What follows belongs to an exercise in optimizing a design on an open flow for small area and a short achievable clock period; a production flow would make more cautious choices. RTL that was checked went through simulation tests only; none was proved equivalent to the original. Power is estimated from default activity; no workload was simulated.

Design cpu, start of the top module:
module cpu(i_clk, i_rst, i_en,
    i_opcode, i_data, i_ready,
    o_data, o_err,
    d_index
);
parameter  DATA       = 32;  
parameter  OPCODE     = 16;  
parameter  STACK      = 16;  
localparam STACK_BITS = $clog2(STACK);
input wire i_clk;
input wire i_rst;
input wire i_en;
input wire [OPCODE-1:0] i_opcode;
input wire [DATA-1:0] i_data;
input wire i_ready;  
output reg [DATA-1:0] o_data;
output reg [2:0] o_err;
output reg [STACK_BITS:0] d_index;  
localparam OPCODE_IDLE = 0;
localparam OPCODE_PUSH = 1;
localparam OPCODE_POP = 2;
localparam OPCODE_ADD = 3;
localparam OPCODE_SUBTRACT= 4;
localparam OPCODE_MULTIPLY = 5;
localparam OPCODE_DIVIDE = 6;
localparam OPCODE_DUP = 7;
localparam OPCODE_ROT = 8;
localparam OPCODE_SWAP = 9;
localparam ERROR_OK = 0;
localparam ERROR_INVALID_OPCODE = 1;
localparam ERROR_STACK_TOO_SMALL = 2;
localparam ERROR_STACK_TOO_BIG = 3;
localparam ERROR_DIVIDE_BY_ZERO = 4;
reg [STACK*DATA-1:0] stk;
wire [DATA-1:0] T = stk[0*DATA +: DATA];
wire [DATA-1:0] S = stk[1*DATA +: DATA];
wire [DATA-1:0] U = stk[2*DATA +: DATA];
wire op_idle = (i_opcode == OPCODE_IDLE);
wire op_push = (i_opcode == OPCODE_PUSH);
wire op_pop  = (i_opcode == OPCODE_POP);
wire op_add  = (i_opcode == OPCODE_ADD);
wire op_sub  = (i_opcode == OPCODE_SUBTRACT);
wire op_mul  = (i_opcode == OPCODE_MULTIPLY);
  ...
Size in the first run: ~9100 cells after synthesis, roughly 65000 sq um of cells after synthesis.
make LEC_CHECK=0 ABC_AREA=1 CAP_MARGIN=30 CORE_MARGIN=2 CORE_UTILIZATION=55 PLACE_DENSITY=0.65 SLEW_MARGIN=30 finish   # period 80.0 ns
run.sh (not shown) runs the stock make flow with config.mk's settings and CLKGATE_MAP_FILE= SYNTH_SCRIPT=/design/flow/synth_recipe.tcl, a recipe that flattens the netlist after the stock synthesis.
==> next run, changes <==
--- a/flow/design.v
+++ b/flow/design.v
@@ -61,25 +61,25 @@
 begin
     next_err = ERROR_OK;
     if (op_push & n_full) next_err = ERROR_STACK_TOO_BIG;
     if (op_pop & ~n_ge1) next_err = ERROR_STACK_TOO_SMALL;
     if ((op_add | op_sub | op_mul | op_div | op_swap) & ~n_ge2) next_err = ERROR_STACK_TOO_SMALL;
     if (op_div & n_ge2 & t_zero) next_err = ERROR_DIVIDE_BY_ZERO;
     if (op_dup & ~n_ge1) next_err = ERROR_STACK_TOO_SMALL;
     if (op_dup & n_full) next_err = ERROR_STACK_TOO_BIG;
     if (op_rot & ~n_ge3) next_err = ERROR_STACK_TOO_SMALL;
     if (~(op_idle | op_push | op_pop | op_add | op_sub | op_mul | op_div |
           op_dup | op_rot | op_swap)) next_err = ERROR_INVALID_OPCODE;
 end
-localparam DIVR = 16;
+localparam DIVR = 12;
 parameter BLK = 4;
 wire [DATA+1:0] T1 = {2'b00, T};
 wire [DATA+1:0] T2 = {1'b0, T, 1'b0};
 reg  [DATA+1:0] T3;
 reg  t3c;
 integer m;
 always @(*)
 begin
     t3c = 1'b0;
     for (m = 0; m < DATA + 2; m = m + 1)
     begin
         T3[m] = T1[m] ^ T2[m] ^ t3c;
Result: Critical path depth rose by 3. Register-to-register slack gets better by 360 ps. Clock-buffer cell count rose by 7. Synthesized cell count rose by 4.0%. Global-route usage rose by 0.52 points. Hold slack gets worse by 4.8 ps. Die area rose by 3.4%. Total power rose by 3.6%. Via count rose by 3.4%. Worst setup slack gets better by 360 ps. Design area rose by 3.7%. Final cell count rose by 4.3%. Combinational power fell by 11%. Clock power rose by 7.9%.

---

## lane 5
Another version of the RTL of cpu (not shown whole).
Size: ~67000 um^2 of cells after synthesis.
Settings: LEC_CHECK=0, ABC_AREA=1, CAP_MARGIN=30, CORE_MARGIN=2, CORE_UTILIZATION=55, PLACE_DENSITY=0.65, SLEW_MARGIN=30; clock period 80.0 ns.
### lane 5 -> lane 3
-- flow/design.v --
<<< lane 5, line 71
          op_dup | op_rot | op_swap)) next_err = ERROR_INVALID_OPCODE;
end
localparam DIVR = 14;
parameter BLK = 4;
wire [DATA+1:0] T1 = {2'b00, T};
wire [DATA+1:0] T2 = {1'b0, T, 1'b0};
reg  [DATA+1:0] T3;
reg  t3c;
integer m;
always @(*)
begin
    t3c = 1'b0;
    for (m = 0; m < DATA + 2; m = m + 1)
    begin
        T3[m] = T1[m] ^ T2[m] ^ t3c;
        t3c = (T1[m] & T2[m]) | (t3c & (T1[m] ^ T2[m]));
    end
end
wire [DATA*(DATA+1)-1:0] Xf;
wire [DATA-1:0] q;
assign Xf[DATA*DATA +: DATA] = S;
assign Xf[(DATA-2)*DATA +: DATA] = S;
localparam NB = DATA - DIVR;
reg  [NB-1:0] mh;
reg  mc, mp;
integer mr, mj;
always @(*)
begin
    mh = {NB{1'b0}};
    for (mr = 0; mr < NB; mr = mr + 1)
    begin
        mc = 1'b0;
        for (mj = mr; mj < NB; mj = mj + 1)
        begin
            mp = S[DIVR + mr] & T[mj - mr];
            {mc, mh[mj]} = {(mh[mj] & mp) | (mc & (mh[mj] ^ mp)), mh[mj] ^ mp ^ mc};
        end
    end
end
wire [3:0] td4 = (T[3:0] == 4'd0) ? 4'd1 : T[3:0];
wire t_small = ~|T[DATA-1:4];
wire [3:0] q4 = t_small ? S[DATA-1:DATA-4] / td4 : 4'd0;
wire [3:0] r4 = t_small ? S[DATA-1:DATA-4] % td4 : S[DATA-1:DATA-4];
assign q[DATA-1:DATA-4] = q4;
assign Xf[(DATA-4)*DATA +: DATA] = {r4, S[DATA-5:0]};
genvar gi, gk;
generate
    for (gi = DATA-6; gi >= 0; gi = gi - 2)
    begin : row
        localparam W = DATA - gi;
>>> lane 3, line 71
          op_dup | op_rot | op_swap)) next_err = ERROR_INVALID_OPCODE;
end
localparam DIVR = 20;
parameter BLK = 4;
wire [DATA+1:0] T1 = {2'b00, T};
wire [DATA+1:0] T2 = {1'b0, T, 1'b0};
wire [DATA+1:0] T3 = T1 + T2;
wire [DATA*(DATA+1)-1:0] Xf;
wire [DATA-1:0] q;
assign Xf[DATA*DATA +: DATA] = S;
wire [DATA-DIVR-1:0] mh = S[DATA-1:DIVR] * T[DATA-DIVR-1:0];
genvar gi, gk;
generate
    for (gi = DATA-2; gi >= 0; gi = gi - 2)
    begin : row
        localparam W = DATA - gi;
Findings:
Lane 3 finished end to end and its layout was clean on timing, DRC and antenna.
Taking lane 5 as the reference, in lane 3 fraction of area in registers up 0.49 points; width of the die down 6.9 um; final clock period utilization by the worst path up 8.6 points; worst hold slack across all endpoints down 0.0065 ns; antenna cell count down 5.
Relative to lane 5, sum of routed wire segments on met1 has gone down in lane 3.
Clock buffer count in the final layout, lane 5 and lane 3, lower one = lane 3.
Max freq lane 5 -> lane 3: degraded
Between lane 5 and lane 3, the flow reports total stage count of the critical path decreasing by more than 10%.
Compared to lane 5, lane 3 was floorplanned on a smaller die.
Of lane 5 and lane 3, the higher simple-gate share of the synthesized area belongs to lane 3.
[compare] base=lane 5 new=lane 3: power dissipated in the clock network shows an increase of about 7%; non-clock buffer count fell 4.3%; final worst slack went down by 6.84 ns.
No functional check of the RTL was part of lane 3.

-- separate check: timing with driven ports --
No port has a modelled driver above. Below, the same layouts with a new extraction and two added sets of constraints. Step 1, drivers: a clkbuf_16 drives i_clk and a buf_2 each remaining input, both assumed. Step 2 moves the port delays by t, midway between the first and last clock arrival at a register: inputs arrive t later, outputs are due t later. That takes back most of the time a late clock gives input paths. Three values: no drivers, after step 1, after step 2; two values: the first two.
run	t (ns)	setup slack, ns	worst hold slack (ns)	worst setup path at the end	worst register clock-pin slew, ns
the first run of note 1	0.713	31.603 / 31.603 / 31.294	0.459 / 0.459 / 0.459	input to register	0.08 / 0.08
the second run of note 1	0.721	31.966 / 31.966 / 31.966	0.455 / 0.455 / 0.455	register to register	0.07 / 0.07
lane 5	0.720	32.223 / 32.223 / 32.223	0.432 / 0.432 / 0.432	register to register	0.07 / 0.07
lane 3	0.730	25.383 / 25.433 / 24.703	0.426 / 0.426 / 0.426	input to register	0.08 / 0.08
After both steps setup and hold are still met in every run listed. For lane 3, which loses most, drivers alone change the setup slack by +0.050 ns; drivers and shift together by -0.680 ns.
